Background: an optimization exercise with open tools, aiming at small area, a short achievable clock period and few clock cycles per item. Do not read the settings as production practice.
RTL that was checked went through simulation tests only; none was proved equivalent to the original.

== the previous run ==
==> flow/design.v <==
module division(input clk, input rst, input start, input [31:0] dividendo, divisor,
                output [31:0] cociente, residuo, output done);
reg [15:0] rem;       
reg [16:0] dv;        
reg [15:0] quo;       
reg [2:0]  cnt;       
reg        busy, done_r;
function [4:0] lzc16(input [15:0] v);
  integer k;
  reg found;
  begin
    lzc16 = 5'd16;
    found = 1'b0;
    for (k = 15; k >= 0; k = k - 1)
      if (!found && v[k]) begin
        lzc16 = 5'd15 - k[4:0];
        found = 1'b1;
      end
  end
endfunction
wire [15:0] n_in = dividendo[15:0];
wire [15:0] d_in = divisor[15:0];
wire [4:0]  lzn  = lzc16(n_in);
wire [4:0]  lzd  = lzc16(d_in);
wire [5:0]  diff = {1'b0, lzd} - {1'b0, lzn};         
wire [4:0]  jr   = {1'b0, diff[3:0]} + 5'd1;
wire [3:0]  jh   = lzd[4] ? 4'd8 : (diff[5] ? 4'd0 : jr[4:1]);   
wire [16:0] dv0  = {1'b0, d_in} << {jh, 1'b0};
wire        ge1 = ~dv[16] && (rem >= dv[15:0]);
wire [15:0] r1  = ge1 ? rem - dv[15:0] : rem;
wire        ge2 = (r1 >= dv[16:1]);
wire [15:0] r2  = ge2 ? r1 - dv[16:1] : r1;
always @(posedge clk) begin
  done_r <= 1'b0;
  if (rst) begin
    busy <= 1'b0;
  end else if (!busy) begin
    if (start) begin
      if (jh == 4'd0)
        done_r <= 1'b1;
      else
        busy <= 1'b1;
    end
  end else if (cnt == 3'd0) begin
    busy   <= 1'b0;
    done_r <= 1'b1;
  end
end
always @(posedge clk) begin
  if (!busy) begin
    rem <= n_in;
    dv  <= dv0;
    quo <= 16'd0;
    cnt <= jh[2:0] - 3'd1;
  end else begin
    rem <= r2;
    dv  <= {2'b0, dv[16:2]};
    quo <= {quo[13:0], ge1, ge2};
    cnt <= cnt - 3'd1;
  end
end
assign cociente = {16'd0, quo[14:0], ge1};
assign residuo  = {17'd0, r1[14:0]};
assign done     = done_r;
endmodule
make LEC_CHECK=0 CAP_MARGIN=20 CORE_MARGIN=2 CORE_UTILIZATION=40 PLACE_DENSITY=0.6 SETUP_SLACK_MARGIN=5 SLEW_MARGIN=20 finish   # period 10.0 ns
run.sh (not shown) runs the stock make flow with config.mk's settings and CLKGATE_MAP_FILE= SYNTH_SCRIPT=/design/flow/synth_recipe.tcl, a recipe that flattens the netlist after the stock synthesis.
Both conditions hold for the previous run: the flow ran to the end and the final layout passed the timing, design-rule and antenna checks.
Testbench counts of the previous run, summed over its fixed seeds: cycles 12,906, items 4,000.
For the current run, these inputs were changed with respect to the previous run:
==> flow/design.v <==
module division(input clk, input rst, input start, input [31:0] dividendo, divisor,
                output [31:0] cociente, residuo, output done);
reg [15:0] rem;       
reg [16:0] dv;        
reg [15:0] quo;       
reg [2:0]  cnt;       
reg        busy, done_r;
function [4:0] lzc16(input [15:0] v);
  integer k;
  reg found;
  begin
    lzc16 = 5'd16;
    found = 1'b0;
    for (k = 15; k >= 0; k = k - 1)
      if (!found && v[k]) begin
        lzc16 = 5'd15 - k[4:0];
        found = 1'b1;
      end
  end
endfunction
wire [15:0] n_in = dividendo[15:0];
wire [15:0] d_in = divisor[15:0];
wire [4:0]  lzn  = lzc16(n_in);
wire [4:0]  lzd  = lzc16(d_in);
wire [5:0]  diff = {1'b0, lzd} - {1'b0, lzn};         
wire        imm  = diff[5];                            
wire [2:0]  jh   = lzd[4] ? 3'd7 : diff[3:1];           
wire [16:0] dv0  = {d_in, 1'b0} << {jh, 1'b0};
wire        ge1 = ~dv[16] && (rem >= dv[15:0]);
wire [15:0] r1  = ge1 ? rem - dv[15:0] : rem;
wire        ge2 = (r1 >= dv[16:1]);
wire [15:0] r2  = ge2 ? r1 - dv[16:1] : r1;
always @(posedge clk) begin
  done_r <= 1'b0;
  if (rst) begin
    busy <= 1'b0;
  end else if (!busy) begin
    if (start) begin
      if (imm)
        done_r <= 1'b1;
      else
        busy <= 1'b1;
    end
  end else if (cnt == 3'd0) begin
    busy   <= 1'b0;
    done_r <= 1'b1;
  end
end
always @(posedge clk) begin
  if (!busy) begin
    rem <= n_in;
    dv  <= dv0;
    quo <= 16'd0;
    cnt <= jh;
  end else begin
    rem <= r2;
    dv  <= {2'b0, dv[16:2]};
    quo <= {quo[13:0], ge1, ge2};
    cnt <= cnt - 3'd1;
  end
end
assign cociente = {16'd0, quo};
assign residuo  = {17'd0, rem[14:0]};
assign done     = done_r;
endmodule
Notes after the runs:
A slowest stage cell on the critical path of or4_4 is what the previous run shows, while a221o_2 belongs to the current run. The previous run → the current run: count of clock-buffer cells in the layout now sits lower; worst hold slack now sits lower; share of the clock period used by the worst path now sits lower. In the reports for the current run and the previous run, the larger global-route usage belongs to the previous run. Cmp the current run and the previous run / met1 track demand over resource / lower: the current run. Taking the previous run as the reference, in the current run inverter count of the layout excluding clock inverters dropped 4, signal arrival time at the worst endpoint dropped 70 ps.
Only the layout flow was run in the current run; the RTL was not checked for function there.

========
alpha:
Another version of the RTL of division (not shown whole).
Size in the first run: ~570 cells after synthesis, roughly 55 flip-flops, about 130 I/O pins, roughly 0.0045 mm^2 of cells after synthesis.
==> module division, before the edit <==
module division(input clk, input rst, input start, input [31:0] dividendo, divisor,
                output [31:0] cociente, residuo, output done);
reg [15:0] rem;       
reg [15:0] dv;        
reg [15:0] quo;       
reg [3:0]  cnt;       
reg        busy, norm, done_r;
wire [15:0] mn;
genvar i;
generate for (i = 0; i < 16; i = i + 1) begin : g_mn
  assign mn[i] = |rem[15:i];
end endgenerate
wire [31:0] t8 = {16'd0, dv} << 8;
wire        c8 = (t8[31:16] == 16'd0) && ((t8[15:0] & ~mn) == 16'd0);
wire [15:0] d8 = c8 ? t8[15:0] : dv;
wire [31:0] t4 = {16'd0, d8} << 4;
wire        c4 = (t4[31:16] == 16'd0) && ((t4[15:0] & ~mn) == 16'd0);
wire [15:0] d4 = c4 ? t4[15:0] : d8;
wire [31:0] t2 = {16'd0, d4} << 2;
wire        c2 = (t2[31:16] == 16'd0) && ((t2[15:0] & ~mn) == 16'd0);
wire [15:0] d2 = c2 ? t2[15:0] : d4;
wire [31:0] t1 = {16'd0, d2} << 1;
wire        c1 = (t1[31:16] == 16'd0) && ((t1[15:0] & ~mn) == 16'd0);
wire [15:0] d1 = c1 ? t1[15:0] : d2;
wire [16:0] df = {1'b0, rem} - {1'b0, dv};
wire        q  = ~df[16];
always @(posedge clk) begin
  done_r <= 1'b0;
  if (rst) begin
    busy <= 1'b0;
    norm <= 1'b0;
  end else if (!busy) begin
    if (start) begin
      busy <= 1'b1;
      norm <= 1'b1;
    end
  end else if (norm) begin
    norm <= 1'b0;
  end else if (cnt == 4'd0) begin
    busy   <= 1'b0;
    done_r <= 1'b1;
  end
end
always @(posedge clk) begin
  if (!busy) begin
    rem <= dividendo[15:0];
    dv  <= divisor[15:0];
  end else if (norm) begin
    dv  <= d1;
  end else begin
    if (q) rem <= df[15:0];
    dv  <= {1'b0, dv[15:1]};
  end
  if (!busy || norm)
    quo <= 16'd0;
  else
    quo <= {quo[14:0], q};
  if (norm)
    cnt <= {c8, c4, c2, c1};
  else
    cnt <= cnt - 4'd1;
end
assign cociente = {16'd0, quo};
assign residuo  = {17'd0, rem[14:0]};
assign done     = done_r;
endmodule
Settings: LEC_CHECK=0, CAP_MARGIN=20, CORE_MARGIN=2, CORE_UTILIZATION=40, PLACE_DENSITY=0.6, SETUP_SLACK_MARGIN=5, SLEW_MARGIN=20; clock period 10.0 ns.
Relative to alpha, the following input files were edited for beta:
==> flow/design.v <==
module division(input clk, input rst, input start, input [31:0] dividendo, divisor,
                output [31:0] cociente, residuo, output done);
reg [15:0] rem;       
reg [15:0] dv;        
reg [3:0]  cnt;       
reg [15:0] quo;       
reg        busy, norm, done_r;
function [4:0] lzc16(input [15:0] v);
  integer k;
  reg found;
  begin
    lzc16 = 5'd16;
    found = 1'b0;
    for (k = 15; k >= 0; k = k - 1)
      if (!found && v[k]) begin
        lzc16 = 5'd15 - k[4:0];
        found = 1'b1;
      end
  end
endfunction
wire [4:0]  lzn = lzc16(rem);
wire [4:0]  lzd = lzc16(dv);
wire [5:0]  jr  = {1'b0, lzd} - {1'b0, lzn};
wire [3:0]  j   = lzd[4] ? 4'd15 : (jr[5] ? 4'd0 : jr[3:0]);
wire [15:0] dn  = dv << j;
wire [16:0] df = {1'b0, rem} - {1'b0, dv};
wire        q  = ~df[16];
always @(posedge clk) begin
  done_r <= 1'b0;
  if (rst) begin
    busy <= 1'b0;
    norm <= 1'b0;
  end else if (!busy) begin
    if (start) begin
      busy <= 1'b1;
      norm <= 1'b1;
    end
  end else if (norm) begin
    norm <= 1'b0;
  end else if (cnt == 4'd0) begin
    busy   <= 1'b0;
    done_r <= 1'b1;
  end
end
always @(posedge clk) begin
  if (!busy) begin
    rem <= dividendo[15:0];
    dv  <= divisor[15:0];
  end else if (norm) begin
    dv  <= dn;
  end else begin
    if (q) rem <= df[15:0];
    dv  <= {1'b0, dv[15:1]};
  end
  if (!busy || norm)
    quo <= 16'd0;
  else
    quo <= {quo[14:0], q};
  if (norm)
    cnt <= j;
  else
    cnt <= cnt - 4'd1;
end
assign cociente = {16'd0, quo};
assign residuo  = {17'd0, rem[14:0]};
assign done     = done_r;
endmodule
[summary]
- Per the comparison of beta with alpha, number of instances in the synthesized netlist dropped 13%; via density per instance dropped about 7%; number of cells after detailed placement dropped 82; number of global-route vias before repair dropped about 19%.
- For alpha, the slowest cell on the critical path was edfxtp_1, unlike beta, where it was nor2_1.
- Taking alpha as the reference, in beta worst path arrival time fell by 390 ps, setup clock skew after layout fell by 5.1 ps, non-clock buffer instance count of the final layout fell by 11%.
- The sequential share of layout area number comes out higher for beta vs alpha.
- Measured against each other, alpha and beta differ in clock-pin transition on the worst setup and hold timing paths, the higher figure coming from beta.
No run of this note included a check of the RTL's function; only the layout flow was run.

==> port drivers added, routing unchanged <==
The results above use ideal ports. As a check the final layouts listed here were re-extracted and re-timed, cells and wires unchanged.
Step 1 (the two cells are an assumption about what drives the block):
set clk [get_ports {clk}]
set_driving_cell -lib_cell sky130_fd_sc_hd__clkbuf_16 $clk
set_driving_cell -lib_cell sky130_fd_sc_hd__buf_2 [delete_from_list [all_inputs] $clk]
Step 2 adds t to the input delays and takes it off the output delays; t is the mean of the earliest and latest rising clock arrival at the registers after step 1. Input paths then give back, and output paths get back, about the clock's delay inside the block.
Three values: ideal ports, drivers, drivers and shift; two values: the first two.
| run | t (ns) | setup WS [ns] | worst slew at a driven data input, ns |
|---|---|---|---|
| the previous run | 0.328 | 4.801 / 4.797 / 4.469 | 0.05 |
| the current run | 0.331 | 4.875 / 4.875 / 4.752 | 0.04 |
| alpha | 0.348 | 5.232 / 5.232 / 5.232 | 0.04 |
| beta | 0.333 | 5.513 / 5.513 / 5.513 | 0.04 |
After both steps setup and hold are still met in every run listed. The setup slack of the previous run, which loses most, moves by -0.004 ns with the drivers and by -0.332 ns with both steps.
